Source: an optimization exercise on an open RTL-to-GDS flow (aim: small area, a short achievable clock period and few clock cycles per item). Production flows keep margins and buffers that such runs may drop. No run shown here included a check of the RTL's function; only the layout flow was run.

$ cat flow/design.v
module atang(
	input             clk,
	input             load,       
	input      [11:0] x,
	input      [11:0] y,
	output     [31:0] z,
	output            done        
    );
	reg  [32:0] xr;              
	reg  [34:0] rr;              
	reg  [31:0] zr;
	reg  [31:1] t;               
	wire [30:0] oh = t[31:1] & ~{t[30:1], 1'b0};    
	reg         dn;              
	wire d = rr[34];             
	wire dx = ~dn;
	reg  [29:0] a;
	wire [29:0] anext = ({30{oh[0]}} & 30'h1C128E80) |
	                    ({30{oh[1]}} & 30'h0E400224) |
	                    ({30{oh[2]}} & 30'h0727154C) |
	                    ({30{oh[3]}} & 30'h03946F29) |
	                    ({30{oh[4]}} & 30'h01CA5435) |
	                    ({30{oh[5]}} & 30'h00E52D8D) |
	                    ({30{oh[6]}} & 30'h007296C6) |
	                    ({30{~t[7]}} & {1'b0, a[29:1]});
	wire [32:0] xmask;
	assign xmask[0] = 1'b0;
	assign xmask[1] = t[1];
	assign xmask[2] = t[2];
	assign xmask[3] = t[3];
	assign xmask[4] = t[4];
	assign xmask[5] = t[5];
	assign xmask[6] = t[6];
	assign xmask[7] = t[7];
	assign xmask[8] = t[8];
	assign xmask[9] = t[9];
	assign xmask[10] = t[10];
	assign xmask[11] = t[11];
	assign xmask[12] = t[12];
	assign xmask[13] = t[13];
	assign xmask[14] = t[14];
	assign xmask[15] = t[15];
	assign xmask[16] = t[16];
	assign xmask[17] = t[17];
	assign xmask[18] = t[18];
	assign xmask[19] = t[19];
	assign xmask[20] = t[20];
	assign xmask[21] = t[21];
	assign xmask[22] = t[22];
	assign xmask[23] = t[23];
	assign xmask[24] = t[24];
	assign xmask[25] = t[25];
	assign xmask[26] = t[26];
	assign xmask[27] = t[27];
	assign xmask[28] = t[28];
	assign xmask[29] = t[29];
	assign xmask[30] = t[30];
	assign xmask[32:31] = 2'b11;
	wire [32:0] xm = xr & xmask;
	wire [32:0] ysh;
	assign ysh[0] = (oh[0] & rr[1]) | (oh[1] & rr[3]) | (oh[2] & rr[5]) | (oh[3] & rr[7]) | (oh[4] & rr[9]) | (oh[5] & rr[11]) | (oh[6] & rr[13]) | (oh[7] & rr[15]) | (oh[8] & rr[17]) | (oh[9] & rr[19]) | (oh[10] & rr[21]) | (oh[11] & rr[23]) | (oh[12] & rr[25]) | (oh[13] & rr[27]) | (oh[14] & rr[29]) | (oh[15] & rr[31]) | (oh[16] & rr[33]) | (rr[34] & ~t[17]);
	assign ysh[1] = (oh[0] & rr[2]) | (oh[1] & rr[4]) | (oh[2] & rr[6]) | (oh[3] & rr[8]) | (oh[4] & rr[10]) | (oh[5] & rr[12]) | (oh[6] & rr[14]) | (oh[7] & rr[16]) | (oh[8] & rr[18]) | (oh[9] & rr[20]) | (oh[10] & rr[22]) | (oh[11] & rr[24]) | (oh[12] & rr[26]) | (oh[13] & rr[28]) | (oh[14] & rr[30]) | (oh[15] & rr[32]) | (rr[34] & ~t[16]);
	assign ysh[2] = (oh[0] & rr[3]) | (oh[1] & rr[5]) | (oh[2] & rr[7]) | (oh[3] & rr[9]) | (oh[4] & rr[11]) | (oh[5] & rr[13]) | (oh[6] & rr[15]) | (oh[7] & rr[17]) | (oh[8] & rr[19]) | (oh[9] & rr[21]) | (oh[10] & rr[23]) | (oh[11] & rr[25]) | (oh[12] & rr[27]) | (oh[13] & rr[29]) | (oh[14] & rr[31]) | (oh[15] & rr[33]) | (rr[34] & ~t[16]);
	assign ysh[3] = (oh[0] & rr[4]) | (oh[1] & rr[6]) | (oh[2] & rr[8]) | (oh[3] & rr[10]) | (oh[4] & rr[12]) | (oh[5] & rr[14]) | (oh[6] & rr[16]) | (oh[7] & rr[18]) | (oh[8] & rr[20]) | (oh[9] & rr[22]) | (oh[10] & rr[24]) | (oh[11] & rr[26]) | (oh[12] & rr[28]) | (oh[13] & rr[30]) | (oh[14] & rr[32]) | (rr[34] & ~t[15]);
	assign ysh[4] = (oh[0] & rr[5]) | (oh[1] & rr[7]) | (oh[2] & rr[9]) | (oh[3] & rr[11]) | (oh[4] & rr[13]) | (oh[5] & rr[15]) | (oh[6] & rr[17]) | (oh[7] & rr[19]) | (oh[8] & rr[21]) | (oh[9] & rr[23]) | (oh[10] & rr[25]) | (oh[11] & rr[27]) | (oh[12] & rr[29]) | (oh[13] & rr[31]) | (oh[14] & rr[33]) | (rr[34] & ~t[15]);
	assign ysh[5] = (oh[0] & rr[6]) | (oh[1] & rr[8]) | (oh[2] & rr[10]) | (oh[3] & rr[12]) | (oh[4] & rr[14]) | (oh[5] & rr[16]) | (oh[6] & rr[18]) | (oh[7] & rr[20]) | (oh[8] & rr[22]) | (oh[9] & rr[24]) | (oh[10] & rr[26]) | (oh[11] & rr[28]) | (oh[12] & rr[30]) | (oh[13] & rr[32]) | (rr[34] & ~t[14]);
	assign ysh[6] = (oh[0] & rr[7]) | (oh[1] & rr[9]) | (oh[2] & rr[11]) | (oh[3] & rr[13]) | (oh[4] & rr[15]) | (oh[5] & rr[17]) | (oh[6] & rr[19]) | (oh[7] & rr[21]) | (oh[8] & rr[23]) | (oh[9] & rr[25]) | (oh[10] & rr[27]) | (oh[11] & rr[29]) | (oh[12] & rr[31]) | (oh[13] & rr[33]) | (rr[34] & ~t[14]);
	assign ysh[7] = (oh[0] & rr[8]) | (oh[1] & rr[10]) | (oh[2] & rr[12]) | (oh[3] & rr[14]) | (oh[4] & rr[16]) | (oh[5] & rr[18]) | (oh[6] & rr[20]) | (oh[7] & rr[22]) | (oh[8] & rr[24]) | (oh[9] & rr[26]) | (oh[10] & rr[28]) | (oh[11] & rr[30]) | (oh[12] & rr[32]) | (rr[34] & ~t[13]);
	assign ysh[8] = (oh[0] & rr[9]) | (oh[1] & rr[11]) | (oh[2] & rr[13]) | (oh[3] & rr[15]) | (oh[4] & rr[17]) | (oh[5] & rr[19]) | (oh[6] & rr[21]) | (oh[7] & rr[23]) | (oh[8] & rr[25]) | (oh[9] & rr[27]) | (oh[10] & rr[29]) | (oh[11] & rr[31]) | (oh[12] & rr[33]) | (rr[34] & ~t[13]);
	assign ysh[9] = (oh[0] & rr[10]) | (oh[1] & rr[12]) | (oh[2] & rr[14]) | (oh[3] & rr[16]) | (oh[4] & rr[18]) | (oh[5] & rr[20]) | (oh[6] & rr[22]) | (oh[7] & rr[24]) | (oh[8] & rr[26]) | (oh[9] & rr[28]) | (oh[10] & rr[30]) | (oh[11] & rr[32]) | (rr[34] & ~t[12]);
	assign ysh[10] = (oh[0] & rr[11]) | (oh[1] & rr[13]) | (oh[2] & rr[15]) | (oh[3] & rr[17]) | (oh[4] & rr[19]) | (oh[5] & rr[21]) | (oh[6] & rr[23]) | (oh[7] & rr[25]) | (oh[8] & rr[27]) | (oh[9] & rr[29]) | (oh[10] & rr[31]) | (oh[11] & rr[33]) | (rr[34] & ~t[12]);
	assign ysh[11] = (oh[0] & rr[12]) | (oh[1] & rr[14]) | (oh[2] & rr[16]) | (oh[3] & rr[18]) | (oh[4] & rr[20]) | (oh[5] & rr[22]) | (oh[6] & rr[24]) | (oh[7] & rr[26]) | (oh[8] & rr[28]) | (oh[9] & rr[30]) | (oh[10] & rr[32]) | (rr[34] & ~t[11]);
	assign ysh[12] = (oh[0] & rr[13]) | (oh[1] & rr[15]) | (oh[2] & rr[17]) | (oh[3] & rr[19]) | (oh[4] & rr[21]) | (oh[5] & rr[23]) | (oh[6] & rr[25]) | (oh[7] & rr[27]) | (oh[8] & rr[29]) | (oh[9] & rr[31]) | (oh[10] & rr[33]) | (rr[34] & ~t[11]);
	assign ysh[13] = (oh[0] & rr[14]) | (oh[1] & rr[16]) | (oh[2] & rr[18]) | (oh[3] & rr[20]) | (oh[4] & rr[22]) | (oh[5] & rr[24]) | (oh[6] & rr[26]) | (oh[7] & rr[28]) | (oh[8] & rr[30]) | (oh[9] & rr[32]) | (rr[34] & ~t[10]);
	assign ysh[14] = (oh[0] & rr[15]) | (oh[1] & rr[17]) | (oh[2] & rr[19]) | (oh[3] & rr[21]) | (oh[4] & rr[23]) | (oh[5] & rr[25]) | (oh[6] & rr[27]) | (oh[7] & rr[29]) | (oh[8] & rr[31]) | (oh[9] & rr[33]) | (rr[34] & ~t[10]);
	assign ysh[15] = (oh[0] & rr[16]) | (oh[1] & rr[18]) | (oh[2] & rr[20]) | (oh[3] & rr[22]) | (oh[4] & rr[24]) | (oh[5] & rr[26]) | (oh[6] & rr[28]) | (oh[7] & rr[30]) | (oh[8] & rr[32]) | (rr[34] & ~t[9]);
	assign ysh[16] = (oh[0] & rr[17]) | (oh[1] & rr[19]) | (oh[2] & rr[21]) | (oh[3] & rr[23]) | (oh[4] & rr[25]) | (oh[5] & rr[27]) | (oh[6] & rr[29]) | (oh[7] & rr[31]) | (oh[8] & rr[33]) | (rr[34] & ~t[9]);
	assign ysh[17] = (oh[0] & rr[18]) | (oh[1] & rr[20]) | (oh[2] & rr[22]) | (oh[3] & rr[24]) | (oh[4] & rr[26]) | (oh[5] & rr[28]) | (oh[6] & rr[30]) | (oh[7] & rr[32]) | (rr[34] & ~t[8]);
	assign ysh[18] = (oh[0] & rr[19]) | (oh[1] & rr[21]) | (oh[2] & rr[23]) | (oh[3] & rr[25]) | (oh[4] & rr[27]) | (oh[5] & rr[29]) | (oh[6] & rr[31]) | (oh[7] & rr[33]) | (rr[34] & ~t[8]);
	assign ysh[19] = (oh[0] & rr[20]) | (oh[1] & rr[22]) | (oh[2] & rr[24]) | (oh[3] & rr[26]) | (oh[4] & rr[28]) | (oh[5] & rr[30]) | (oh[6] & rr[32]) | (rr[34] & ~t[7]);
	assign ysh[20] = (oh[0] & rr[21]) | (oh[1] & rr[23]) | (oh[2] & rr[25]) | (oh[3] & rr[27]) | (oh[4] & rr[29]) | (oh[5] & rr[31]) | (oh[6] & rr[33]) | (rr[34] & ~t[7]);
	assign ysh[21] = (oh[0] & rr[22]) | (oh[1] & rr[24]) | (oh[2] & rr[26]) | (oh[3] & rr[28]) | (oh[4] & rr[30]) | (oh[5] & rr[32]) | (rr[34] & ~t[6]);
	assign ysh[22] = (oh[0] & rr[23]) | (oh[1] & rr[25]) | (oh[2] & rr[27]) | (oh[3] & rr[29]) | (oh[4] & rr[31]) | (oh[5] & rr[33]) | (rr[34] & ~t[6]);
	assign ysh[23] = (oh[0] & rr[24]) | (oh[1] & rr[26]) | (oh[2] & rr[28]) | (oh[3] & rr[30]) | (oh[4] & rr[32]) | (rr[34] & ~t[5]);
	assign ysh[24] = (oh[0] & rr[25]) | (oh[1] & rr[27]) | (oh[2] & rr[29]) | (oh[3] & rr[31]) | (oh[4] & rr[33]) | (rr[34] & ~t[5]);
	assign ysh[25] = (oh[0] & rr[26]) | (oh[1] & rr[28]) | (oh[2] & rr[30]) | (oh[3] & rr[32]) | (rr[34] & ~t[4]);
	assign ysh[26] = (oh[0] & rr[27]) | (oh[1] & rr[29]) | (oh[2] & rr[31]) | (oh[3] & rr[33]) | (rr[34] & ~t[4]);
	assign ysh[27] = (oh[0] & rr[28]) | (oh[1] & rr[30]) | (oh[2] & rr[32]) | (rr[34] & ~t[3]);
	assign ysh[28] = (oh[0] & rr[29]) | (oh[1] & rr[31]) | (oh[2] & rr[33]) | (rr[34] & ~t[3]);
	assign ysh[29] = (oh[0] & rr[30]) | (oh[1] & rr[32]) | (rr[34] & ~t[2]);
	assign ysh[30] = (oh[0] & rr[31]) | (oh[1] & rr[33]) | (rr[34] & ~t[2]);
	assign ysh[31] = (oh[0] & rr[32]) | (rr[34] & ~t[1]);
	assign ysh[32] = (oh[0] & rr[33]) | (rr[34] & ~t[1]);
	wire [34:0] rnext;
	wire [32:0] xnext;
	wire [31:0] znext;
	add35 radd(.a({rr[33:0], 1'b0}), .b({2'b00, xm} ^ {35{~d}}), .ci(~d), .s(rnext));
	add33 xadd(.a(xr), .b(ysh ^ {33{dx}}), .ci(dx), .s(xnext));
	add32 zadd(.a(zr), .b({2'b00, a} ^ {32{dx}}), .ci(dx), .s(znext));
	wire [12:0] xy_sum, xy_dif;
	add13 sadd(.a({1'b0, x}), .b({1'b0, y}), .ci(1'b0), .s(xy_sum));
	add13 dadd(.a({1'b0, y}), .b(~{1'b0, x}), .ci(1'b1), .s(xy_dif));
	always @(posedge clk) begin
		t <= load ? 31'h7fffffff : {t[30:1], 1'b0};
		a <= load ? 30'h35214E63 : anext;
		dn <= load ? ~xy_dif[12] : ~rnext[34];
		if (load) begin
			xr <= {1'b0, xy_sum, 19'b0};
			rr <= {{3{xy_dif[12]}}, xy_dif, 19'b0};
			zr <= 32'h5A000000;
		end else begin
			xr <= xnext;
			rr <= rnext;
			zr <= znext;
		end
	end
	wire [14:0] zl = zr[14:0] ^ {15{dn}};
	assign done = ~|a[29:14] & (zl >= {a[13:0], 1'b0});
	assign z = zr;
endmodule
module add35(input [34:0] a, input [34:0] b, input ci, output [34:0] s);
	wire [34:0] p0 = a ^ b;
	wire [34:0] g0 = a & b;
	wire gc0 = g0[0] | (p0[0] & ci);
	wire gn1 = g0[1] | (p0[1] & gc0);
	wire gn2 = g0[3] | (p0[3] & g0[2]);
	wire pn2 = p0[3] & p0[2];
	wire gn3 = g0[5] | (p0[5] & g0[4]);
	wire pn3 = p0[5] & p0[4];
	wire gn4 = g0[7] | (p0[7] & g0[6]);
	wire pn4 = p0[7] & p0[6];
	wire gn5 = g0[9] | (p0[9] & g0[8]);
	wire pn5 = p0[9] & p0[8];
	wire gn6 = g0[11] | (p0[11] & g0[10]);
	wire pn6 = p0[11] & p0[10];
	wire gn7 = g0[13] | (p0[13] & g0[12]);
	wire pn7 = p0[13] & p0[12];
	wire gn8 = g0[15] | (p0[15] & g0[14]);
	wire pn8 = p0[15] & p0[14];
	wire gn9 = g0[17] | (p0[17] & g0[16]);
	wire pn9 = p0[17] & p0[16];
	wire gn10 = g0[19] | (p0[19] & g0[18]);
	wire pn10 = p0[19] & p0[18];
	wire gn11 = g0[21] | (p0[21] & g0[20]);
	wire pn11 = p0[21] & p0[20];
	wire gn12 = g0[23] | (p0[23] & g0[22]);
	wire pn12 = p0[23] & p0[22];
	wire gn13 = g0[25] | (p0[25] & g0[24]);
	wire pn13 = p0[25] & p0[24];
	wire gn14 = g0[27] | (p0[27] & g0[26]);
	wire pn14 = p0[27] & p0[26];
	wire gn15 = g0[29] | (p0[29] & g0[28]);
	wire pn15 = p0[29] & p0[28];
	wire gn16 = g0[31] | (p0[31] & g0[30]);
	wire pn16 = p0[31] & p0[30];
	wire gn17 = g0[33] | (p0[33] & g0[32]);
	wire pn17 = p0[33] & p0[32];
	wire gn18 = g0[2] | (p0[2] & gn1);
	wire gn19 = gn2 | (pn2 & gn1);
	wire gn20 = g0[6] | (p0[6] & gn3);
	wire pn20 = p0[6] & pn3;
	wire gn21 = gn4 | (pn4 & gn3);
	wire pn21 = pn4 & pn3;
	wire gn22 = g0[10] | (p0[10] & gn5);
	wire pn22 = p0[10] & pn5;
	wire gn23 = gn6 | (pn6 & gn5);
	wire pn23 = pn6 & pn5;
	wire gn24 = g0[14] | (p0[14] & gn7);
	wire pn24 = p0[14] & pn7;
	wire gn25 = gn8 | (pn8 & gn7);
	wire pn25 = pn8 & pn7;
	wire gn26 = g0[18] | (p0[18] & gn9);
	wire pn26 = p0[18] & pn9;
	wire gn27 = gn10 | (pn10 & gn9);
	wire pn27 = pn10 & pn9;
	wire gn28 = g0[22] | (p0[22] & gn11);
	wire pn28 = p0[22] & pn11;
	wire gn29 = gn12 | (pn12 & gn11);
	wire pn29 = pn12 & pn11;
	wire gn30 = g0[26] | (p0[26] & gn13);
	wire pn30 = p0[26] & pn13;
	wire gn31 = gn14 | (pn14 & gn13);
	wire pn31 = pn14 & pn13;
	wire gn32 = g0[30] | (p0[30] & gn15);
	wire pn32 = p0[30] & pn15;
	wire gn33 = gn16 | (pn16 & gn15);
	wire pn33 = pn16 & pn15;
	wire gn34 = g0[34] | (p0[34] & gn17);
	wire pn34 = p0[34] & pn17;
	wire gn35 = g0[4] | (p0[4] & gn19);
	wire gn36 = gn3 | (pn3 & gn19);
	wire gn37 = gn20 | (pn20 & gn19);
	wire gn38 = gn21 | (pn21 & gn19);
	wire gn39 = g0[12] | (p0[12] & gn23);
	wire pn39 = p0[12] & pn23;
	wire gn40 = gn7 | (pn7 & gn23);
	wire pn40 = pn7 & pn23;
	wire gn41 = gn24 | (pn24 & gn23);
	wire pn41 = pn24 & pn23;
	wire gn42 = gn25 | (pn25 & gn23);
	wire pn42 = pn25 & pn23;
	wire gn43 = g0[20] | (p0[20] & gn27);
	wire pn43 = p0[20] & pn27;
	wire gn44 = gn11 | (pn11 & gn27);
	wire pn44 = pn11 & pn27;
	wire gn45 = gn28 | (pn28 & gn27);
	wire pn45 = pn28 & pn27;
	wire gn46 = gn29 | (pn29 & gn27);
	wire pn46 = pn29 & pn27;
	wire gn47 = g0[28] | (p0[28] & gn31);
	wire pn47 = p0[28] & pn31;
	wire gn48 = gn15 | (pn15 & gn31);
	wire pn48 = pn15 & pn31;
	wire gn49 = gn32 | (pn32 & gn31);
	wire pn49 = pn32 & pn31;
	wire gn50 = gn33 | (pn33 & gn31);
	wire pn50 = pn33 & pn31;
	wire gn51 = g0[8] | (p0[8] & gn38);
	wire gn52 = gn5 | (pn5 & gn38);
	wire gn53 = gn22 | (pn22 & gn38);
	wire gn54 = gn23 | (pn23 & gn38);
	wire gn55 = gn39 | (pn39 & gn38);
	wire gn56 = gn40 | (pn40 & gn38);
	wire gn57 = gn41 | (pn41 & gn38);
	wire gn58 = gn42 | (pn42 & gn38);
	wire gn59 = g0[24] | (p0[24] & gn46);
	wire pn59 = p0[24] & pn46;
	wire gn60 = gn13 | (pn13 & gn46);
	wire pn60 = pn13 & pn46;
	wire gn61 = gn30 | (pn30 & gn46);
	wire pn61 = pn30 & pn46;
	wire gn62 = gn31 | (pn31 & gn46);
	wire pn62 = pn31 & pn46;
	wire gn63 = gn47 | (pn47 & gn46);
	wire pn63 = pn47 & pn46;
	wire gn64 = gn48 | (pn48 & gn46);
	wire pn64 = pn48 & pn46;
	wire gn65 = gn49 | (pn49 & gn46);
	wire pn65 = pn49 & pn46;
	wire gn66 = gn50 | (pn50 & gn46);
	wire pn66 = pn50 & pn46;
	wire gn67 = g0[16] | (p0[16] & gn58);
	wire gn68 = gn9 | (pn9 & gn58);
	wire gn69 = gn26 | (pn26 & gn58);
	wire gn70 = gn27 | (pn27 & gn58);
	wire gn71 = gn43 | (pn43 & gn58);
	wire gn72 = gn44 | (pn44 & gn58);
	wire gn73 = gn45 | (pn45 & gn58);
	wire gn74 = gn46 | (pn46 & gn58);
	wire gn75 = gn59 | (pn59 & gn58);
	wire gn76 = gn60 | (pn60 & gn58);
	wire gn77 = gn61 | (pn61 & gn58);
	wire gn78 = gn62 | (pn62 & gn58);
	wire gn79 = gn63 | (pn63 & gn58);
	wire gn80 = gn64 | (pn64 & gn58);
	wire gn81 = gn65 | (pn65 & gn58);
	wire gn82 = gn66 | (pn66 & gn58);
	wire gn83 = g0[32] | (p0[32] & gn82);
	wire gn84 = gn17 | (pn17 & gn82);
	wire gn85 = gn34 | (pn34 & gn82);
	wire [34:0] c;
	assign c[0] = ci;
	assign c[1] = gc0;
	assign c[2] = gn1;
	assign c[3] = gn18;
	assign c[4] = gn19;
	assign c[5] = gn35;
	assign c[6] = gn36;
	assign c[7] = gn37;
	assign c[8] = gn38;
	assign c[9] = gn51;
	assign c[10] = gn52;
	assign c[11] = gn53;
	assign c[12] = gn54;
	assign c[13] = gn55;
	assign c[14] = gn56;
	assign c[15] = gn57;
	assign c[16] = gn58;
	assign c[17] = gn67;
	assign c[18] = gn68;
	assign c[19] = gn69;
	assign c[20] = gn70;
	assign c[21] = gn71;
	assign c[22] = gn72;
	assign c[23] = gn73;
	assign c[24] = gn74;
	assign c[25] = gn75;
	assign c[26] = gn76;
	assign c[27] = gn77;
	assign c[28] = gn78;
	assign c[29] = gn79;
	assign c[30] = gn80;
	assign c[31] = gn81;
	assign c[32] = gn82;
	assign c[33] = gn83;
	assign c[34] = gn84;
	assign s = p0 ^ c;
endmodule
module add33(input [32:0] a, input [32:0] b, input ci, output [32:0] s);
	wire [32:0] p0 = a ^ b;
	wire [32:0] g0 = a & b;
	wire gc0 = g0[0] | (p0[0] & ci);
	wire gn1 = g0[1] | (p0[1] & gc0);
	wire gn2 = g0[3] | (p0[3] & g0[2]);
	wire pn2 = p0[3] & p0[2];
	wire gn3 = g0[5] | (p0[5] & g0[4]);
	wire pn3 = p0[5] & p0[4];
	wire gn4 = g0[7] | (p0[7] & g0[6]);
	wire pn4 = p0[7] & p0[6];
	wire gn5 = g0[9] | (p0[9] & g0[8]);
	wire pn5 = p0[9] & p0[8];
	wire gn6 = g0[11] | (p0[11] & g0[10]);
	wire pn6 = p0[11] & p0[10];
	wire gn7 = g0[13] | (p0[13] & g0[12]);
	wire pn7 = p0[13] & p0[12];
	wire gn8 = g0[15] | (p0[15] & g0[14]);
	wire pn8 = p0[15] & p0[14];
	wire gn9 = g0[17] | (p0[17] & g0[16]);
	wire pn9 = p0[17] & p0[16];
	wire gn10 = g0[19] | (p0[19] & g0[18]);
	wire pn10 = p0[19] & p0[18];
	wire gn11 = g0[21] | (p0[21] & g0[20]);
	wire pn11 = p0[21] & p0[20];
	wire gn12 = g0[23] | (p0[23] & g0[22]);
	wire pn12 = p0[23] & p0[22];
	wire gn13 = g0[25] | (p0[25] & g0[24]);
	wire pn13 = p0[25] & p0[24];
	wire gn14 = g0[27] | (p0[27] & g0[26]);
	wire pn14 = p0[27] & p0[26];
	wire gn15 = g0[29] | (p0[29] & g0[28]);
	wire pn15 = p0[29] & p0[28];
	wire gn16 = g0[31] | (p0[31] & g0[30]);
	wire pn16 = p0[31] & p0[30];
	wire gn17 = g0[2] | (p0[2] & gn1);
	wire gn18 = gn2 | (pn2 & gn1);
	wire gn19 = g0[6] | (p0[6] & gn3);
	wire pn19 = p0[6] & pn3;
	wire gn20 = gn4 | (pn4 & gn3);
	wire pn20 = pn4 & pn3;
	wire gn21 = g0[10] | (p0[10] & gn5);
	wire pn21 = p0[10] & pn5;
	wire gn22 = gn6 | (pn6 & gn5);
	wire pn22 = pn6 & pn5;
	wire gn23 = g0[14] | (p0[14] & gn7);
	wire pn23 = p0[14] & pn7;
	wire gn24 = gn8 | (pn8 & gn7);
	wire pn24 = pn8 & pn7;
	wire gn25 = g0[18] | (p0[18] & gn9);
	wire pn25 = p0[18] & pn9;
	wire gn26 = gn10 | (pn10 & gn9);
	wire pn26 = pn10 & pn9;
	wire gn27 = g0[22] | (p0[22] & gn11);
	wire pn27 = p0[22] & pn11;
	wire gn28 = gn12 | (pn12 & gn11);
	wire pn28 = pn12 & pn11;
	wire gn29 = g0[26] | (p0[26] & gn13);
	wire pn29 = p0[26] & pn13;
	wire gn30 = gn14 | (pn14 & gn13);
	wire pn30 = pn14 & pn13;
	wire gn31 = g0[30] | (p0[30] & gn15);
	wire pn31 = p0[30] & pn15;
	wire gn32 = gn16 | (pn16 & gn15);
	wire pn32 = pn16 & pn15;
	wire gn33 = g0[4] | (p0[4] & gn18);
	wire gn34 = gn3 | (pn3 & gn18);
	wire gn35 = gn19 | (pn19 & gn18);
	wire gn36 = gn20 | (pn20 & gn18);
	wire gn37 = g0[12] | (p0[12] & gn22);
	wire pn37 = p0[12] & pn22;
	wire gn38 = gn7 | (pn7 & gn22);
	wire pn38 = pn7 & pn22;
	wire gn39 = gn23 | (pn23 & gn22);
	wire pn39 = pn23 & pn22;
	wire gn40 = gn24 | (pn24 & gn22);
	wire pn40 = pn24 & pn22;
	wire gn41 = g0[20] | (p0[20] & gn26);
	wire pn41 = p0[20] & pn26;
	wire gn42 = gn11 | (pn11 & gn26);
	wire pn42 = pn11 & pn26;
	wire gn43 = gn27 | (pn27 & gn26);
	wire pn43 = pn27 & pn26;
	wire gn44 = gn28 | (pn28 & gn26);
	wire pn44 = pn28 & pn26;
	wire gn45 = g0[28] | (p0[28] & gn30);
	wire pn45 = p0[28] & pn30;
	wire gn46 = gn15 | (pn15 & gn30);
	wire pn46 = pn15 & pn30;
	wire gn47 = gn31 | (pn31 & gn30);
	wire pn47 = pn31 & pn30;
	wire gn48 = gn32 | (pn32 & gn30);
	wire pn48 = pn32 & pn30;
	wire gn49 = g0[8] | (p0[8] & gn36);
	wire gn50 = gn5 | (pn5 & gn36);
	wire gn51 = gn21 | (pn21 & gn36);
	wire gn52 = gn22 | (pn22 & gn36);
	wire gn53 = gn37 | (pn37 & gn36);
	wire gn54 = gn38 | (pn38 & gn36);
	wire gn55 = gn39 | (pn39 & gn36);
	wire gn56 = gn40 | (pn40 & gn36);
	wire gn57 = g0[24] | (p0[24] & gn44);
	wire pn57 = p0[24] & pn44;
	wire gn58 = gn13 | (pn13 & gn44);
	wire pn58 = pn13 & pn44;
	wire gn59 = gn29 | (pn29 & gn44);
	wire pn59 = pn29 & pn44;
	wire gn60 = gn30 | (pn30 & gn44);
	wire pn60 = pn30 & pn44;
	wire gn61 = gn45 | (pn45 & gn44);
	wire pn61 = pn45 & pn44;
	wire gn62 = gn46 | (pn46 & gn44);
	wire pn62 = pn46 & pn44;
	wire gn63 = gn47 | (pn47 & gn44);
	wire pn63 = pn47 & pn44;
	wire gn64 = gn48 | (pn48 & gn44);
	wire pn64 = pn48 & pn44;
	wire gn65 = g0[16] | (p0[16] & gn56);
	wire gn66 = gn9 | (pn9 & gn56);
	wire gn67 = gn25 | (pn25 & gn56);
	wire gn68 = gn26 | (pn26 & gn56);
	wire gn69 = gn41 | (pn41 & gn56);
	wire gn70 = gn42 | (pn42 & gn56);
	wire gn71 = gn43 | (pn43 & gn56);
	wire gn72 = gn44 | (pn44 & gn56);
	wire gn73 = gn57 | (pn57 & gn56);
	wire gn74 = gn58 | (pn58 & gn56);
	wire gn75 = gn59 | (pn59 & gn56);
	wire gn76 = gn60 | (pn60 & gn56);
	wire gn77 = gn61 | (pn61 & gn56);
	wire gn78 = gn62 | (pn62 & gn56);
	wire gn79 = gn63 | (pn63 & gn56);
	wire gn80 = gn64 | (pn64 & gn56);
	wire gn81 = g0[32] | (p0[32] & gn80);
	wire [32:0] c;
	assign c[0] = ci;
	assign c[1] = gc0;
	assign c[2] = gn1;
	assign c[3] = gn17;
	assign c[4] = gn18;
	assign c[5] = gn33;
	assign c[6] = gn34;
	assign c[7] = gn35;
	assign c[8] = gn36;
	assign c[9] = gn49;
	assign c[10] = gn50;
	assign c[11] = gn51;
	assign c[12] = gn52;
	assign c[13] = gn53;
	assign c[14] = gn54;
	assign c[15] = gn55;
	assign c[16] = gn56;
	assign c[17] = gn65;
	assign c[18] = gn66;
	assign c[19] = gn67;
	assign c[20] = gn68;
	assign c[21] = gn69;
	assign c[22] = gn70;
	assign c[23] = gn71;
	assign c[24] = gn72;
	assign c[25] = gn73;
	assign c[26] = gn74;
	assign c[27] = gn75;
	assign c[28] = gn76;
	assign c[29] = gn77;
	assign c[30] = gn78;
	assign c[31] = gn79;
	assign c[32] = gn80;
	assign s = p0 ^ c;
endmodule
module add32(input [31:0] a, input [31:0] b, input ci, output [31:0] s);
	wire [31:0] p0 = a ^ b;
	wire [31:0] g0 = a & b;
	wire gc0 = g0[0] | (p0[0] & ci);
	wire gn1 = g0[1] | (p0[1] & gc0);
	wire gn2 = g0[3] | (p0[3] & g0[2]);
	wire pn2 = p0[3] & p0[2];
	wire gn3 = g0[5] | (p0[5] & g0[4]);
	wire pn3 = p0[5] & p0[4];
	wire gn4 = g0[7] | (p0[7] & g0[6]);
	wire pn4 = p0[7] & p0[6];
	wire gn5 = g0[9] | (p0[9] & g0[8]);
	wire pn5 = p0[9] & p0[8];
	wire gn6 = g0[11] | (p0[11] & g0[10]);
	wire pn6 = p0[11] & p0[10];
	wire gn7 = g0[13] | (p0[13] & g0[12]);
	wire pn7 = p0[13] & p0[12];
	wire gn8 = g0[15] | (p0[15] & g0[14]);
	wire pn8 = p0[15] & p0[14];
	wire gn9 = g0[17] | (p0[17] & g0[16]);
	wire pn9 = p0[17] & p0[16];
	wire gn10 = g0[19] | (p0[19] & g0[18]);
	wire pn10 = p0[19] & p0[18];
	wire gn11 = g0[21] | (p0[21] & g0[20]);
	wire pn11 = p0[21] & p0[20];
	wire gn12 = g0[23] | (p0[23] & g0[22]);
	wire pn12 = p0[23] & p0[22];
	wire gn13 = g0[25] | (p0[25] & g0[24]);
	wire pn13 = p0[25] & p0[24];
	wire gn14 = g0[27] | (p0[27] & g0[26]);
	wire pn14 = p0[27] & p0[26];
	wire gn15 = g0[29] | (p0[29] & g0[28]);
	wire pn15 = p0[29] & p0[28];
	wire gn16 = g0[31] | (p0[31] & g0[30]);
	wire pn16 = p0[31] & p0[30];
	wire gn17 = g0[2] | (p0[2] & gn1);
	wire gn18 = gn2 | (pn2 & gn1);
	wire gn19 = g0[6] | (p0[6] & gn3);
	wire pn19 = p0[6] & pn3;
	wire gn20 = gn4 | (pn4 & gn3);
	wire pn20 = pn4 & pn3;
	wire gn21 = g0[10] | (p0[10] & gn5);
	wire pn21 = p0[10] & pn5;
	wire gn22 = gn6 | (pn6 & gn5);
	wire pn22 = pn6 & pn5;
	wire gn23 = g0[14] | (p0[14] & gn7);
	wire pn23 = p0[14] & pn7;
	wire gn24 = gn8 | (pn8 & gn7);
	wire pn24 = pn8 & pn7;
	wire gn25 = g0[18] | (p0[18] & gn9);
	wire pn25 = p0[18] & pn9;
	wire gn26 = gn10 | (pn10 & gn9);
	wire pn26 = pn10 & pn9;
	wire gn27 = g0[22] | (p0[22] & gn11);
	wire pn27 = p0[22] & pn11;
	wire gn28 = gn12 | (pn12 & gn11);
	wire pn28 = pn12 & pn11;
	wire gn29 = g0[26] | (p0[26] & gn13);
	wire pn29 = p0[26] & pn13;
	wire gn30 = gn14 | (pn14 & gn13);
	wire pn30 = pn14 & pn13;
	wire gn31 = g0[30] | (p0[30] & gn15);
	wire pn31 = p0[30] & pn15;
	wire gn32 = gn16 | (pn16 & gn15);
	wire pn32 = pn16 & pn15;
	wire gn33 = g0[4] | (p0[4] & gn18);
	wire gn34 = gn3 | (pn3 & gn18);
	wire gn35 = gn19 | (pn19 & gn18);
	wire gn36 = gn20 | (pn20 & gn18);
	wire gn37 = g0[12] | (p0[12] & gn22);
	wire pn37 = p0[12] & pn22;
	wire gn38 = gn7 | (pn7 & gn22);
	wire pn38 = pn7 & pn22;
	wire gn39 = gn23 | (pn23 & gn22);
	wire pn39 = pn23 & pn22;
	wire gn40 = gn24 | (pn24 & gn22);
	wire pn40 = pn24 & pn22;
	wire gn41 = g0[20] | (p0[20] & gn26);
	wire pn41 = p0[20] & pn26;
	wire gn42 = gn11 | (pn11 & gn26);
	wire pn42 = pn11 & pn26;
	wire gn43 = gn27 | (pn27 & gn26);
	wire pn43 = pn27 & pn26;
	wire gn44 = gn28 | (pn28 & gn26);
	wire pn44 = pn28 & pn26;
	wire gn45 = g0[28] | (p0[28] & gn30);
	wire pn45 = p0[28] & pn30;
	wire gn46 = gn15 | (pn15 & gn30);
	wire pn46 = pn15 & pn30;
	wire gn47 = gn31 | (pn31 & gn30);
	wire pn47 = pn31 & pn30;
	wire gn48 = gn32 | (pn32 & gn30);
	wire pn48 = pn32 & pn30;
	wire gn49 = g0[8] | (p0[8] & gn36);
	wire gn50 = gn5 | (pn5 & gn36);
	wire gn51 = gn21 | (pn21 & gn36);
	wire gn52 = gn22 | (pn22 & gn36);
	wire gn53 = gn37 | (pn37 & gn36);
	wire gn54 = gn38 | (pn38 & gn36);
	wire gn55 = gn39 | (pn39 & gn36);
	wire gn56 = gn40 | (pn40 & gn36);
	wire gn57 = g0[24] | (p0[24] & gn44);
	wire pn57 = p0[24] & pn44;
	wire gn58 = gn13 | (pn13 & gn44);
	wire pn58 = pn13 & pn44;
	wire gn59 = gn29 | (pn29 & gn44);
	wire pn59 = pn29 & pn44;
	wire gn60 = gn30 | (pn30 & gn44);
	wire pn60 = pn30 & pn44;
	wire gn61 = gn45 | (pn45 & gn44);
	wire pn61 = pn45 & pn44;
	wire gn62 = gn46 | (pn46 & gn44);
	wire pn62 = pn46 & pn44;
	wire gn63 = gn47 | (pn47 & gn44);
	wire pn63 = pn47 & pn44;
	wire gn64 = gn48 | (pn48 & gn44);
	wire pn64 = pn48 & pn44;
	wire gn65 = g0[16] | (p0[16] & gn56);
	wire gn66 = gn9 | (pn9 & gn56);
	wire gn67 = gn25 | (pn25 & gn56);
	wire gn68 = gn26 | (pn26 & gn56);
	wire gn69 = gn41 | (pn41 & gn56);
	wire gn70 = gn42 | (pn42 & gn56);
	wire gn71 = gn43 | (pn43 & gn56);
	wire gn72 = gn44 | (pn44 & gn56);
	wire gn73 = gn57 | (pn57 & gn56);
	wire gn74 = gn58 | (pn58 & gn56);
	wire gn75 = gn59 | (pn59 & gn56);
	wire gn76 = gn60 | (pn60 & gn56);
	wire gn77 = gn61 | (pn61 & gn56);
	wire gn78 = gn62 | (pn62 & gn56);
	wire gn79 = gn63 | (pn63 & gn56);
	wire gn80 = gn64 | (pn64 & gn56);
	wire [31:0] c;
	assign c[0] = ci;
	assign c[1] = gc0;
	assign c[2] = gn1;
	assign c[3] = gn17;
	assign c[4] = gn18;
	assign c[5] = gn33;
	assign c[6] = gn34;
	assign c[7] = gn35;
	assign c[8] = gn36;
	assign c[9] = gn49;
	assign c[10] = gn50;
	assign c[11] = gn51;
	assign c[12] = gn52;
	assign c[13] = gn53;
	assign c[14] = gn54;
	assign c[15] = gn55;
	assign c[16] = gn56;
	assign c[17] = gn65;
	assign c[18] = gn66;
	assign c[19] = gn67;
	assign c[20] = gn68;
	assign c[21] = gn69;
	assign c[22] = gn70;
	assign c[23] = gn71;
	assign c[24] = gn72;
	assign c[25] = gn73;
	assign c[26] = gn74;
	assign c[27] = gn75;
	assign c[28] = gn76;
	assign c[29] = gn77;
	assign c[30] = gn78;
	assign c[31] = gn79;
	assign s = p0 ^ c;
endmodule
module add13(input [12:0] a, input [12:0] b, input ci, output [12:0] s);
	wire [12:0] p0 = a ^ b;
	wire [12:0] g0 = a & b;
	wire gc0 = g0[0] | (p0[0] & ci);
	wire gn1 = g0[1] | (p0[1] & gc0);
	wire gn2 = g0[3] | (p0[3] & g0[2]);
	wire pn2 = p0[3] & p0[2];
	wire gn3 = g0[5] | (p0[5] & g0[4]);
	wire pn3 = p0[5] & p0[4];
	wire gn4 = g0[7] | (p0[7] & g0[6]);
	wire pn4 = p0[7] & p0[6];
	wire gn5 = g0[9] | (p0[9] & g0[8]);
	wire pn5 = p0[9] & p0[8];
	wire gn6 = g0[11] | (p0[11] & g0[10]);
	wire pn6 = p0[11] & p0[10];
	wire gn7 = g0[2] | (p0[2] & gn1);
	wire gn8 = gn2 | (pn2 & gn1);
	wire gn9 = g0[6] | (p0[6] & gn3);
	wire pn9 = p0[6] & pn3;
	wire gn10 = gn4 | (pn4 & gn3);
	wire pn10 = pn4 & pn3;
	wire gn11 = g0[10] | (p0[10] & gn5);
	wire pn11 = p0[10] & pn5;
	wire gn12 = gn6 | (pn6 & gn5);
	wire pn12 = pn6 & pn5;
	wire gn13 = g0[4] | (p0[4] & gn8);
	wire gn14 = gn3 | (pn3 & gn8);
	wire gn15 = gn9 | (pn9 & gn8);
	wire gn16 = gn10 | (pn10 & gn8);
	wire gn17 = g0[12] | (p0[12] & gn12);
	wire pn17 = p0[12] & pn12;
	wire gn18 = g0[8] | (p0[8] & gn16);
	wire gn19 = gn5 | (pn5 & gn16);
	wire gn20 = gn11 | (pn11 & gn16);
	wire gn21 = gn12 | (pn12 & gn16);
	wire gn22 = gn17 | (pn17 & gn16);
	wire [12:0] c;
	assign c[0] = ci;
	assign c[1] = gc0;
	assign c[2] = gn1;
	assign c[3] = gn7;
	assign c[4] = gn8;
	assign c[5] = gn13;
	assign c[6] = gn14;
	assign c[7] = gn15;
	assign c[8] = gn16;
	assign c[9] = gn18;
	assign c[10] = gn19;
	assign c[11] = gn20;
	assign c[12] = gn21;
	assign s = p0 ^ c;
endmodule
module conv_dec_ascii(
	input  [16:0] d_in,
	output [20:0] digits     
    );
	wire [6:0] i = d_in[16:10];
	wire [9:0] f = d_in[9:0];
	wire [13:0] m1 = {1'b0, f, 3'b0} + {3'b0, f, 1'b0};
	wire [13:0] m2 = {1'b0, m1[9:0], 3'b0} + {3'b0, m1[9:0], 1'b0};
	wire [13:0] m3 = {1'b0, m2[9:0], 3'b0} + {3'b0, m2[9:0], 1'b0};
	wire [3:0] qh = m1[13:10];
	wire [3:0] qt = m2[13:10];
	wire [3:0] qo = m3[13:10];
	wire [3:0] it = (i >= 7'd120) ? 4'd12 : (i >= 7'd110) ? 4'd11 : (i >= 7'd100) ? 4'd10 :
	                (i >= 7'd90) ? 4'd9 : (i >= 7'd80) ? 4'd8 : (i >= 7'd70) ? 4'd7 :
	                (i >= 7'd60) ? 4'd6 : (i >= 7'd50) ? 4'd5 : (i >= 7'd40) ? 4'd4 :
	                (i >= 7'd30) ? 4'd3 : (i >= 7'd20) ? 4'd2 : (i >= 7'd10) ? 4'd1 : 4'd0;
	wire [6:0] io = i - {it, 3'b0} - {2'b0, it, 1'b0};
	wire       ih = it[3] & (it[2] | it[1]);
	wire [8:0] ti = {ih, ih ? it - 4'd10 : it, io[3:0]};
	assign digits = {ti, qh, qt, qo};
endmodule
module CRC(
	input  [20:0] digits,    
	output [7:0]  crc
    );
	function [7:0] crc8;
		input [47:0] m;
		integer k;
		reg [7:0] c;
		reg fb;
		begin
			c = 8'h80;
			for (k = 47; k >= 0; k = k - 1) begin
				fb = c[7] ^ m[k];
				c = {c[6:0], 1'b0} ^ (fb ? 8'h31 : 8'h00);
			end
			crc8 = c;
		end
	endfunction
	wire [47:0] text = {7'b0011000, digits[20], 4'h3, digits[19:16], 4'h3, digits[15:12],
	                    4'h3, digits[11:8], 4'h3, digits[7:4], 4'h3, digits[3:0]};
	assign crc = crc8(text);
endmodule
module angle_frame(
	input clk,
	input rst,
	input start,
	input [11:0] x,
	input [11:0] y,
	output [55:0] frame,
	output frame_valid
    );
	reg        busy;
	reg        valid;
	reg  [20:0] dig;
	reg  [7:0]  crc_hi;          
	wire [31:0] z;
	wire [20:0] dig_next;
	wire [7:0]  crc_hi_next, crc_lo, crc_0;
	wire        done;
	atang Arctg_alg(.clk(clk), .load(start), .x(x), .y(y), .z(z), .done(done));
	conv_dec_ascii Conversie(.d_in(z[31:15]), .digits(dig_next));
	CRC crc_a(.digits({dig_next[20:4], 4'd0}), .crc(crc_hi_next));
	CRC crc_b(.digits({17'd0, dig[3:0]}), .crc(crc_lo));
	CRC crc_c(.digits(21'd0), .crc(crc_0));
	wire last = done;
	always @(posedge clk) begin
		dig <= dig_next;
		crc_hi <= crc_hi_next;
		if (rst) begin
			busy  <= 1'b0;
			valid <= 1'b0;
		end else begin
			busy  <= start | (busy & ~last);
			valid <= busy & last;
		end
	end
	assign frame = {7'b0011000, dig[20], 4'h3, dig[19:16], 4'h3, dig[15:12],
	                4'h3, dig[11:8], 4'h3, dig[7:4], 4'h3, dig[3:0],
	                crc_hi ^ crc_lo ^ crc_0};
	assign frame_valid = valid;
endmodule
$ cat flow/flow/run.sh
#!/bin/bash
# Layout flow: the standard synthesis, then the combinational logic
# (everything but the flip-flops, which keep their names and cells) is
# re-mapped by ABC with an area-recovering script; then the standard
# layout from the netlist, with sky130_fd_sc_hd__buf_2 port buffers.
# Every tool's output goes to a log file in this folder.
set -euo pipefail
bash standard.sh synth > flow_synth.log 2>&1
R=orfs/results/sky130hd/angle_frame/base
cp $R/1_2_yosys.v $R/1_2_yosys_standard.v
LIB=$FLOW_HOME/platforms/sky130hd/lib/sky130_fd_sc_hd__tt_025C_1v80.lib
sed -e "s#@IN@#$R/1_2_yosys_standard.v#" -e "s#@OUT@#$R/1_2_yosys.v#" \
    -e "s#@LIB@#$LIB#g" -e "s#@ABC@#flow/resynth.abc#" flow/resynth.ys > resynth.ys
yosys -l yosys_resynth.log -q resynth.ys > /dev/null 2>&1
bash standard.sh BUFFER_PORTS_ARGS="-buffer_cell sky130_fd_sc_hd__buf_2" finish > flow_finish.log 2>&1
$ cat flow/flow/resynth.abc
strash
dch
map -B 0.2
topo
stime -c
upsize -c
dnsize -c
$ cat flow/flow/resynth.ys
read_liberty -overwrite -ignore_miss_func @LIB@
read_verilog -overwrite @IN@
hierarchy -top angle_frame
setattr -mod -set keep_hierarchy 1 sky130_fd_sc_hd__df*
flatten
opt_clean
abc -script @ABC@ -liberty @LIB@ -dont_use sky130_fd_sc_hd__lpflow_bleeder_1 -dont_use sky130_fd_sc_hd__lpflow_clkbufkapwr_1 -dont_use sky130_fd_sc_hd__lpflow_clkbufkapwr_16 -dont_use sky130_fd_sc_hd__lpflow_clkbufkapwr_2 -dont_use sky130_fd_sc_hd__lpflow_clkbufkapwr_4 -dont_use sky130_fd_sc_hd__lpflow_clkbufkapwr_8 -dont_use sky130_fd_sc_hd__lpflow_clkinvkapwr_1 -dont_use sky130_fd_sc_hd__lpflow_clkinvkapwr_16 -dont_use sky130_fd_sc_hd__lpflow_clkinvkapwr_2 -dont_use sky130_fd_sc_hd__lpflow_clkinvkapwr_4 -dont_use sky130_fd_sc_hd__lpflow_clkinvkapwr_8 -dont_use sky130_fd_sc_hd__lpflow_decapkapwr_12 -dont_use sky130_fd_sc_hd__lpflow_decapkapwr_3 -dont_use sky130_fd_sc_hd__lpflow_decapkapwr_4 -dont_use sky130_fd_sc_hd__lpflow_decapkapwr_6 -dont_use sky130_fd_sc_hd__lpflow_decapkapwr_8 -dont_use sky130_fd_sc_hd__lpflow_inputiso0n_1 -dont_use sky130_fd_sc_hd__lpflow_inputiso0p_1 -dont_use sky130_fd_sc_hd__lpflow_inputiso1n_1 -dont_use sky130_fd_sc_hd__lpflow_inputiso1p_1 -dont_use sky130_fd_sc_hd__lpflow_inputisolatch_1 -dont_use sky130_fd_sc_hd__lpflow_isobufsrc_1 -dont_use sky130_fd_sc_hd__lpflow_isobufsrc_16 -dont_use sky130_fd_sc_hd__lpflow_isobufsrc_2 -dont_use sky130_fd_sc_hd__lpflow_isobufsrc_4 -dont_use sky130_fd_sc_hd__lpflow_isobufsrc_8 -dont_use sky130_fd_sc_hd__lpflow_isobufsrckapwr_16 -dont_use sky130_fd_sc_hd__lpflow_lsbuf_lh_hl_isowell_tap_1 -dont_use sky130_fd_sc_hd__lpflow_lsbuf_lh_hl_isowell_tap_2 -dont_use sky130_fd_sc_hd__lpflow_lsbuf_lh_hl_isowell_tap_4 -dont_use sky130_fd_sc_hd__lpflow_lsbuf_lh_isowell_4 -dont_use sky130_fd_sc_hd__lpflow_lsbuf_lh_isowell_tap_1 -dont_use sky130_fd_sc_hd__lpflow_lsbuf_lh_isowell_tap_2 -dont_use sky130_fd_sc_hd__lpflow_lsbuf_lh_isowell_tap_4 -dont_use sky130_fd_sc_hd__probe_p_8 -dont_use sky130_fd_sc_hd__probec_p_8 
opt_clean -purge
hilomap -singleton -hicell sky130_fd_sc_hd__conb_1 HI -locell sky130_fd_sc_hd__conb_1 LO
setundef -zero
splitnets
opt_clean -purge
stat -liberty @LIB@
delete =sky130_fd_sc_hd__*
write_verilog -noattr -noexpr -nohex -nodec @OUT@
$ cat flow/standard.sh
#!/bin/bash
# synth_recipe.tcl (not shown) runs the flow's synth.tcl, then flattens the netlist and writes it again
# the make line also repeats each setting of config.mk as NAME=value (left out here)
make -C /OpenROAD-flow-scripts/flow DESIGN_CONFIG=/design/flow/config.mk WORK_HOME=/design/flow/orfs CLKGATE_MAP_FILE= SYNTH_SCRIPT=/design/flow/synth_recipe.tcl "${@:-finish}"
$ cat flow/config.mk
export PLATFORM = sky130hd
export DESIGN_NAME = angle_frame
export DESIGN_NICKNAME = angle_frame
export VERILOG_FILES = /design/flow/design.v
export SDC_FILE = /design/flow/constraint.sdc
export NUM_CORES = 8
export LEC_CHECK = 0
export CAP_MARGIN = 20
export CORE_MARGIN = 2
export CORE_UTILIZATION = 40
export CTS_BUF_LIST = sky130_fd_sc_hd__clkbuf_16
export CTS_CLUSTER_DIAMETER = 80
export CTS_CLUSTER_SIZE = 24
export SETUP_SLACK_MARGIN = 4.7
export SLEW_MARGIN = 20
export SYNTH_MEMORY_MAX_BITS = 65536
$ cat flow/constraint.sdc
create_clock -name core_clock -period 8.0 [get_ports {clk}]
set_input_delay 1.6000 -clock core_clock [delete_from_list [all_inputs] [get_ports {clk}]]
set_output_delay 1.6000 -clock core_clock [all_outputs]
set_load 0.01 [all_outputs]
==> results of run 1 <==
[worst max path at each step]
stage                             endpoint  slack [ps]  cells past startpoint
after detailed placement  Arctg_alg.rr[31]        3750                     24
after floorplan           Arctg_alg.rr[33]        4390                     23
after CTS                 Arctg_alg.xr[31]        4680                     20
after global placement    Arctg_alg.rr[33]        3820                     24
after global routing      Arctg_alg.xr[31]        4550                     20
final                     Arctg_alg.xr[15]        4670                     24
[cell type report]
cell class / count / area, sq um
repair buffers: 186 / 1530
flip-flops and latches: 191 / 3950
clock inverters: 14 / 203
well taps: 518 / 648
repair inverters: 1 / 8.76
fillers: 3968 / 19100
inverters: 323 / 1380
multi-input cells: 1917 / 11500
clock buffers: 18 / 450
[per-layer routing]
metal / part of all wire (%) / wire, um / vias up / track usage [%]
met3: 5.9 / 3380 / 146 / 4.41
li1: - / - / 8650 / -
met2: 47 / 26600 / 624 / 45.2
met4: 4.1 / 2370 / 0 / 12.4
met1: 43 / 24800 / 8099 / 35.1
met5: 0 / 0 / - / 0
[registers in the layout, indices dropped and copies added (netlist names)]
name          cells
Arctg_alg.rr     34
Arctg_alg.xr     33
Arctg_alg.zr     32
Arctg_alg.a      30
Arctg_alg.t      30
dig              21
crc_hi            8
Arctg_alg.dn      1
busy              1
valid             1
[metrics by stage]
step	cells	util, %
floorplan	2431	-
global placement	3009	43.6
global route	3168	50.7
detailed placement	3009	43.6
finish	3168	50.7
CTS	3136	48.8
[repair_timing]
action | CTS | global route
hold buffers | 0 | 0
gates cloned | 3 | 2
resized for setup | 157 | 129
buffers inserted | 92 | 30
setup endpoints to repair | 71 | 54
pin swaps | 65 | 69
==> implementation parameters, run 1 <==
Parameter                              Value

Route
  Remaining DRCs    0
  Number of DRC markers after the initial detailed-route iteration    1504
  Detailed Route WL    57.2 mm
  Number of antenna-violating nets in the routed design    0
  Drt wl/cell    18.1 um
  Iteration count of the initial detailed-routing pass    6
  Avg Vias per Cell    5.53
  Vias after detailed routing    17500

Critical path
  Most used cell, CP    sky130_fd_sc_hd__buf_4
  Count of cells along the worst register-to-register path    24
  Type of the worst setup path    flop to flop
  Data required time of the critical path    8380 ps
  Crit path buf inv count    14
  Data arrival time of the worst path    3720 ps
  Slowest stage cell on the critical path    sky130_fd_sc_hd__dfxtp_4
  Beginning of the critical path    Arctg_alg.t[7]
  Endpoint of the worst register-to-register path    Arctg_alg.xr[15]
  Gate family responsible for the most delay along the worst path    buffers and inverters
  Element type at the critical path end    flop
  Worst reg2reg setup slack    4670 ps
  Critical Path, Cell by Cell    inv_12 -> nor2_4 -> buf_4 -> nand2_1 -> o2111ai_2 -> nor3_4 -> buf_6 -> xor2_2 -> nand2_1 -> buf_4 -> buf_4 -> buf_4 -> buf_4 -> buf_4 -> buf_4 -> buf_4 -> buf_4 -> buf_4 -> buf_4 -> buf_4 -> nand2_1 -> nand3_1 -> nand2_1 -> nor2_1
  Slowest stage delay, CP    390 ps
  Critical R2R Launch    Arctg_alg.t[7]
  Startpoint kind of the worst setup timing path    flop
  Highest net fanout along the worst path    10

Global route
  GRT Total Usage    27.4%
  Largest net degree at the start of global routing    112
  Number of antenna violations at the first check in global routing    0
  Wire length of the first global-routing pass    89.3 mm
  GRT overflow    0
  Vias in the first global route    16600

Die
  Placeable Area    38700 sq um
  Row cnt    72
  Die Y    203 um
  Area of the die    41000 sq um
  Initial Util    40.7%
  Die Span X    203 um
  I/O pin cnt    84

Place
  Port Buf Inserts    56
  Post-placement worst setup slack    3750 ps
  Post-detailed-placement cell area    16900 sq um
  Detailed Place HPWL    40.2 mm
  Final GP Congestion    0.997

Timing
  Fin crit share    41.6%
  RSZ-0062 raised after global routing    true
  Final Hold Viols    0
  Slew at the pin closest to its max-slew limit    841 ps
  Clock skew after layout    32.4 ps
  Worst hold slack across all endpoints    446 ps
  Slew HR    44.0%
  Final worst-path setup slack    4670 ps
  Count of final setup violators    0
  Final worst path period need    3330 ps
  Number of max-slew violations in the final report    0
  Highest attainable clock frequency    300 MHz
  TNS Setup    0 ps

CTS
  # H-tree levels    4
  CTS tree    yes
  Max Buffers Root-to-Sink    2
  CTS sink cnt    191
  Source-to-sink clock delay at the later pin of the worst-skew pair    500 ps
  Num CTS Buffers    17
  Clk root buf    sky130_fd_sc_hd__clkbuf_16
  Clock slew seen by the registers of the worst setup and hold paths    100 ps

Final layout
  Finished layout cell area    19600 sq um
  Count of inserted antenna diode cells    0
  Most frequent cells in the layout    sky130_fd_sc_hd__nand2_1, sky130_fd_sc_hd__nor2_1, sky130_fd_sc_hd__clkinv_1
  Area Growth Syn to Fin    24.6%
  Commonest non-fill, non-tap cell in the layout    sky130_fd_sc_hd__nand2_1
  Fraction of final layout cells sized beyond drive strength 1    22.9%
  Number of nets in the layout    2664

Run
  Max-capacitance violation count    0

Hold path
  Worst hold path cell count    1
  Start point of the worst min-delay path    Arctg_alg.t[25]
  Class of the tightest hold or removal check    flop to flop
  Worst-case hold path end point    Arctg_alg.t[26]

Outcome
  Outcome  timing/DRC/antenna clean

Synth
  Cell area after technology mapping    15800 sq um
  Mean Syn Cell Area    6.55 sq um
  Number of warnings printed during yosys synthesis    3
  Number of instances in the synthesized netlist    2406
==> run 2: changes to the inputs <==
--- a/flow/design.v
+++ b/flow/design.v
@@ -10,7 +10,7 @@
 	reg  [34:0] rr;              
 	reg  [31:0] zr;
 	reg  [31:1] t;               
-	wire [30:0] oh = t[31:1] & ~{t[30:1], 1'b0};    
+	reg  [16:0] oh;              
 	reg         dn;              
 	wire d = rr[34];             
 	wire dx = ~dn;
@@ -102,6 +102,7 @@
 	add13 dadd(.a({1'b0, y}), .b(~{1'b0, x}), .ci(1'b1), .s(xy_dif));
 	always @(posedge clk) begin
 		t <= load ? 31'h7fffffff : {t[30:1], 1'b0};
+		oh <= load ? 17'd1 : {oh[15:0], 1'b0};
 		a <= load ? 30'h35214E63 : anext;
 		dn <= load ? ~xy_dif[12] : ~rnext[34];
 		if (load) begin
@@ -115,7 +116,10 @@
 		end
 	end
 	wire [14:0] zl = zr[14:0] ^ {15{dn}};
-	assign done = ~|a[29:14] & (zl >= {a[13:0], 1'b0});
+	wire far2 = ~|a[29:14] & (zl >= {a[13:0], 1'b0});
+	wire far1 = ~|a[29:15] & (zl >= a[14:0]);
+	wire flip = rnext[34] ^ d;
+	assign done = far2 | (flip & far1);
 	assign z = zr;
 endmodule
 module add35(input [34:0] a, input [34:0] b, input ci, output [34:0] s);
==> implementation parameters, run 2 <==
Parameter                              Value

Outcome
  Outcome  timing/DRC/antenna clean

Timing
  Count of final setup violators    0
  Slew at the pin closest to its max-slew limit    899 ps
  Number of max-slew violations in the final report    0
  RSZ-0062 raised after global routing    true
  Clock skew after layout    41.4 ps
  Highest attainable clock frequency    299 MHz
  Fin crit share    41.8%
  Slew HR    39.5%
  Final worst path period need    3350 ps
  TNS Setup    0 ps
  Worst hold slack across all endpoints    451 ps
  Final Hold Viols    0

Global route
  Global routing met3 resource utilization    3.85%
  GRT Total Usage    27.2%
  GR Layer Usage met1    34.6%
  Vias in the first global route    17300
  Largest net degree at the start of global routing    66
  Number of antenna violations at the first check in global routing    0
  Routing usage on met2    46.1%
  Most Crowded Layer GR    met2
  GRT overflow    0
  Wire length of the first global-routing pass    92.2 mm

Critical path
  Critical R2R Launch    Arctg_alg.oh[8]
  Element type at the critical path end    flop
  Count of cells along the worst register-to-register path    18
  Data arrival time of the worst path    3760 ps
  Highest net fanout along the worst path    4
  Endpoint of the worst register-to-register path    Arctg_alg.xr[31]
  Critical Path, Cell by Cell    buf_4 -> clkinv_2 -> nand2_2 -> o21ai_2 -> a21boi_2 -> nand2_1 -> o21ai_2 -> nand2_2 -> o21ai_2 -> nand2_1 -> o21ai_2 -> nand2_1 -> o21ai_2 -> nand2_1 -> o21ai_2 -> o21bai_2 -> nor2_2 -> nand2_1 -> o211ai_1 -> nand2_1 -> nand2_2 -> o21ai_1
  Slowest stage delay, CP    150 ps
  Startpoint kind of the worst setup timing path    primary input
  Gate family responsible for the most delay along the worst path    simple AND/OR/NAND/NOR gates
  Type of the worst setup path    primary input to flop
  Crit path buf inv count    2
  Slowest stage cell on the critical path    sky130_fd_sc_hd__a21boi_2
  Data required time of the critical path    8410 ps
  Worst reg2reg setup slack    4740 ps

Hold path
  Worst hold path cell count    1
  Class of the tightest hold or removal check    flop to flop
  Worst-case hold path end point    Arctg_alg.t[27]
  Start point of the worst min-delay path    Arctg_alg.t[26]

Final layout
  Area Growth Syn to Fin    22.3%
  Number of flip-flops under the largest register name    34
  Commonest non-fill, non-tap cell in the layout    sky130_fd_sc_hd__nand2_1
  Number of nets in the layout    2844
  Largest registers ranked by flip-flop count    Arctg_alg.rr (34), Arctg_alg.xr (33), Arctg_alg.zr (32)
  Top register by number of flip-flops    Arctg_alg.rr
  Most frequent cells in the layout    sky130_fd_sc_hd__nand2_1, sky130_fd_sc_hd__nor2_1, sky130_fd_sc_hd__clkinv_1
  Fraction of final layout cells sized beyond drive strength 1    17.8%
  Count of inserted antenna diode cells    0

Die
  Die Span X    206 um
  I/O pin cnt    84
  Initial Util    40.3%
  Row cnt    74
  Placeable Area    40600 sq um
  Die Y    206 um
  Area of the die    42600 sq um

CTS
  Source-to-sink clock delay at the later pin of the worst-skew pair    570 ps
  CTS tree    yes
  Clk root buf    sky130_fd_sc_hd__clkbuf_16
  CTS sink cnt    207
  # H-tree levels    1
  Quantity of hold-fixing buffers added after cts    0
  Num CTS Buffers    20
  Max Buffers Root-to-Sink    3
  Clock slew seen by the registers of the worst setup and hold paths    90 ps

Route
  Avg Vias per Cell    5.63
  Iteration count of the initial detailed-routing pass    6
  Number of antenna-violating nets in the routed design    0
  Vias after detailed routing    18900
  Number of DRC markers after the initial detailed-route iteration    1441
  Drt wl/cell    18.1 um
  Detailed Route WL    60.8 mm
  Remaining DRCs    0

Synth
  Cell area after technology mapping    16400 sq um
  Number of warnings printed during yosys synthesis    3
  Number of instances in the synthesized netlist    2613
  Mean Syn Cell Area    6.26 sq um

Place
  Port Buf Inserts    56
  Final GP Congestion    0.966
  Detailed Place HPWL    41.9 mm

Run
  Max-capacitance violation count    0
## run 2: changes by cell type in the layout (fill, tap and decap cells not counted), sizes merged, moves of 16 or more
cell | previous run | this run
dfxtp | 191 | 207
nor2 | 294 | 352
xor2 | 115 | 87
nand4 | 47 | 84
o22ai | 56 | 40
a22oi | 11 | 50
inv | 62 | 31
nand2 | 551 | 651
clkinv | 273 | 305
nand3 | 203 | 227
buf | 183 | 152
## run 2: what timing repair did
action / in CTS / in global routing
gates cloned: 1 / 5
buffers inserted: 35 / 51
pin swaps: 25 / 72
gates resized for setup: 69 / 203
endpoints found under the hold margin: 0 / 0
endpoints found under the setup margin: 71 / 62
## run 2: how the worst max path moves through the flow
| stage | startpoint | endpoint | slack [ps] | cells past startpoint |
|---|---|---|---|---|
| after detailed placement | y[1] | Arctg_alg.rr[33] | 3830 | 22 |
| after floorplan | y[1] | Arctg_alg.rr[33] | 4440 | 21 |
| after global routing | y[0] | Arctg_alg.rr[32] | 4430 | 22 |
| final | y[0] | Arctg_alg.rr[32] | 4650 | 22 |
| after global placement | y[1] | Arctg_alg.rr[33] | 3870 | 22 |
| after CTS | y[1] | Arctg_alg.rr[32] | 4700 | 22 |
## run 2: metrics by stage
stage               worst slack (ps)  cell area, sq um  cells  utilization, %
floorplan                       4440             16500   2638               -
global placement                3870             17500   3235            43.2
detailed placement              3830             17500   3235            43.2
CTS                             4700             18800   3307            46.2
global route                    4430             20000   3363            49.3
finish                          4650             20000   3363            49.3
## run 2: area by class of cell
class / instances / area, sq um
clock buffer: 20 / 500
clock inverter: 16 / 219
fill: 4138 / 20600
inverter: 323 / 1340
multi-input combinational: 2107 / 11800
sequential: 207 / 4250
tap: 532 / 666
timing repair buffer: 155 / 1270
timing repair inverter: 3 / 31.3
## run 2: metal layers
metal,part of all wire (%),wire length [um]
met2,47,28300
met1,42,25500
met5,0,0
met4,4.6,2770
met3,6.9,4210
==> run 3: changes to the inputs <==
--- a/flow/config.mk
+++ b/flow/config.mk
@@ -11,6 +11,6 @@
 export CTS_BUF_LIST = sky130_fd_sc_hd__clkbuf_16
 export CTS_CLUSTER_DIAMETER = 80
 export CTS_CLUSTER_SIZE = 24
-export SETUP_SLACK_MARGIN = 4.7
+export SETUP_SLACK_MARGIN = 4.5
 export SLEW_MARGIN = 20
 export SYNTH_MEMORY_MAX_BITS = 65536
==> implementation parameters, run 3 <==
Parameter                              Value

Timing
  Slew HR    39.1%
  RSZ-0062 raised after global routing    true
  Number of max-slew violations in the final report    0
  Slew at the pin closest to its max-slew limit    906 ps
  Clock skew after layout    23.8 ps
  Fin crit share    42.5%
  Final worst-path setup slack    4600 ps
  Count of final setup violators    0
  TNS Setup    0 ps
  Final Hold Viols    0
  Highest attainable clock frequency    294 MHz
  Final worst path period need    3400 ps

Synth
  Number of warnings printed during yosys synthesis    3
  Number of instances in the synthesized netlist    2613
  Mean Syn Cell Area    6.26 sq um
  Cell area after technology mapping    16400 sq um

Place
  Final GP Congestion    0.987
  Post-placement worst setup slack    3830 ps
  Detailed Place HPWL    41.4 mm
  Port Buf Inserts    56

Global route
  GRT overflow    0
  Wire length of the first global-routing pass    89.1 mm
  Vias in the first global route    16700
  Largest net degree at the start of global routing    66
  Number of antenna violations at the first check in global routing    0
  GRT Total Usage    26.3%

Critical path
  Startpoint kind of the worst setup timing path    flop
  Data required time of the critical path    8420 ps
  Most used cell, CP    sky130_fd_sc_hd__nand3_1
  Element type at the critical path end    flop
  Beginning of the critical path    Arctg_alg.rr[25]
  Crit path buf inv count    2
  Type of the worst setup path    flop to flop
  Slowest stage delay, CP    570 ps
  Gate family responsible for the most delay along the worst path    simple AND/OR/NAND/NOR gates
  Data arrival time of the worst path    3810 ps
  Critical R2R Launch    Arctg_alg.rr[25]
  Slowest stage cell on the critical path    sky130_fd_sc_hd__dfxtp_2
  Highest net fanout along the worst path    10
  Critical Path, Cell by Cell    clkinvlp_4 -> o21ai_0 -> a21oi_1 -> nand3_1 -> xor2_1 -> nand3_1 -> nand4_1 -> nand4_1 -> nand3_4 -> buf_4 -> nand4_2 -> o2bb2ai_2 -> nand4_2 -> nand3_2 -> nand2_1 -> nand2_1 -> nand3_1 -> o21ai_0

Final layout
  Number of nets in the layout    2791
  Filler cells    4237
  Commonest non-fill, non-tap cell in the layout    sky130_fd_sc_hd__nand2_1
  Area Growth Syn to Fin    15.4%
  Top register by number of flip-flops    Arctg_alg.rr
  Fraction of final layout cells sized beyond drive strength 1    12.5%
  Number of flip-flops under the largest register name    34
  Most frequent cells in the layout    sky130_fd_sc_hd__nand2_1, sky130_fd_sc_hd__nor2_1, sky130_fd_sc_hd__clkinv_1
  Largest registers ranked by flip-flop count    Arctg_alg.rr (34), Arctg_alg.xr (33), Arctg_alg.zr (32)
  Area of combinational cells with multiple inputs    11300 sq um
  Count of inserted antenna diode cells    0
  Register area    4220 sq um

CTS
  Num CTS Buffers    19
  CTS tree    yes
  # H-tree levels    1
  Clk root buf    sky130_fd_sc_hd__clkbuf_16
  Quantity of hold-fixing buffers added after cts    0
  CTS sink cnt    207
  Max Buffers Root-to-Sink    3
  Source-to-sink clock delay at the later pin of the worst-skew pair    540 ps
  Clock slew seen by the registers of the worst setup and hold paths    90 ps

Route
  Drt wl/cell    17.5 um
  Detailed Route WL    58.0 mm
  Avg Vias per Cell    5.61
  Number of DRC markers after the initial detailed-route iteration    1614
  Iteration count of the initial detailed-routing pass    9
  Number of antenna-violating nets in the routed design    0
  Remaining DRCs    0
  Vias after detailed routing    18600

Hold path
  Start point of the worst min-delay path    Arctg_alg.t[26]
  Class of the tightest hold or removal check    flop to flop

Die
  I/O pin cnt    84
  Placeable Area    40600 sq um
  Row cnt    74
  Die Span X    206 um
  Initial Util    40.3%
  Die Y    206 um
  Area of the die    42600 sq um

Run
  Max-capacitance violation count    0

Outcome
  Outcome  timing/DRC/antenna clean
## run 3: final timing paths
kind,end,slack (ps),cells after the start
hold reg to reg,Arctg_alg.t[27],440,1
setup / recovery,Arctg_alg.xr[31],4600,18
setup reg to reg,Arctg_alg.xr[31],4600,18
hold / removal,Arctg_alg.t[27],440,1
## run 3: cell type report
type                    count  share of cell area, %
well taps                 532                   3.52
clock inverters            14                  0.934
inverters                 323                   7.01
clock buffers              19                   2.52
multi-input cells        2107                   59.6
repair inverters            1                 0.0596
repair buffers            105                   4.07
flip-flops and latches    207                   22.3
## run 3: per-stage QoR
step           cell area, sq um  hold WS [ps]  utilization [%]  std cells
3_5_place_dp              17500           425             43.1       3233
3_3_place_gp              17500           420             43.1       3233
5_1_grt                   18900           457             46.5       3308
6_report                  18900           445             46.5       3308
4_1_cts                   18300           446             45.0       3271
2_1_floorplan             16500           415                -       2638
## run 3: layer usage
metal / wire (um) / GRT usage, %
met1: 25100 / 34.0
met2: 26700 / 44.4
met3: 3850 / 3.63
met4: 2280 / 9.49
met5: 46 / 0
## run 3: timing repair
item,in CTS,in global routing
buffers inserted,5,34
gates resized for setup,22,96
pin swaps,3,29
cloned,0,3
setup endpoints to repair,54,60
## run 3: worst reg2reg max path, delay by kind of cell (launching register included)
kind,cells,cell delay (ps)
compound gates,4,610
flops,1,570
xor+xnor,1,230
simple gates,11,1410
buf+inv,2,460

-- static timing again, ports no longer ideal --
No port has a modelled driver above. Below, the same layouts with a new extraction and two added sets of constraints.
Step 1 sets driving cells, clkbuf_16 on the clock port and buf_2 on the other inputs (assumed; they add their load-dependent delay and slew).
Step 2 moves the port delays by t, midway between the first and last clock arrival at a register: inputs arrive t later, outputs are due t later. That takes back most of the time a late clock gives input paths.
Slacks: ideal / step 1 / step 2; pairs: ideal / step 1.
run	t (ns)	setup slack, ns	clock arrival spread, ns	worst register clock-pin slew, ns
run 1	0.546	4.668 / 4.668 / 4.211	0.032 / 0.033	0.11 / 0.11
run 2	0.605	4.655 / 4.662 / 4.057	0.042 / 0.043	0.10 / 0.10
run 3	0.591	4.603 / 4.603 / 4.136	0.026 / 0.027	0.09 / 0.09
After both steps setup and hold are still met in every run listed. The setup slack of run 2, which loses most, moves by +0.007 ns with the drivers and by -0.598 ns with both steps.
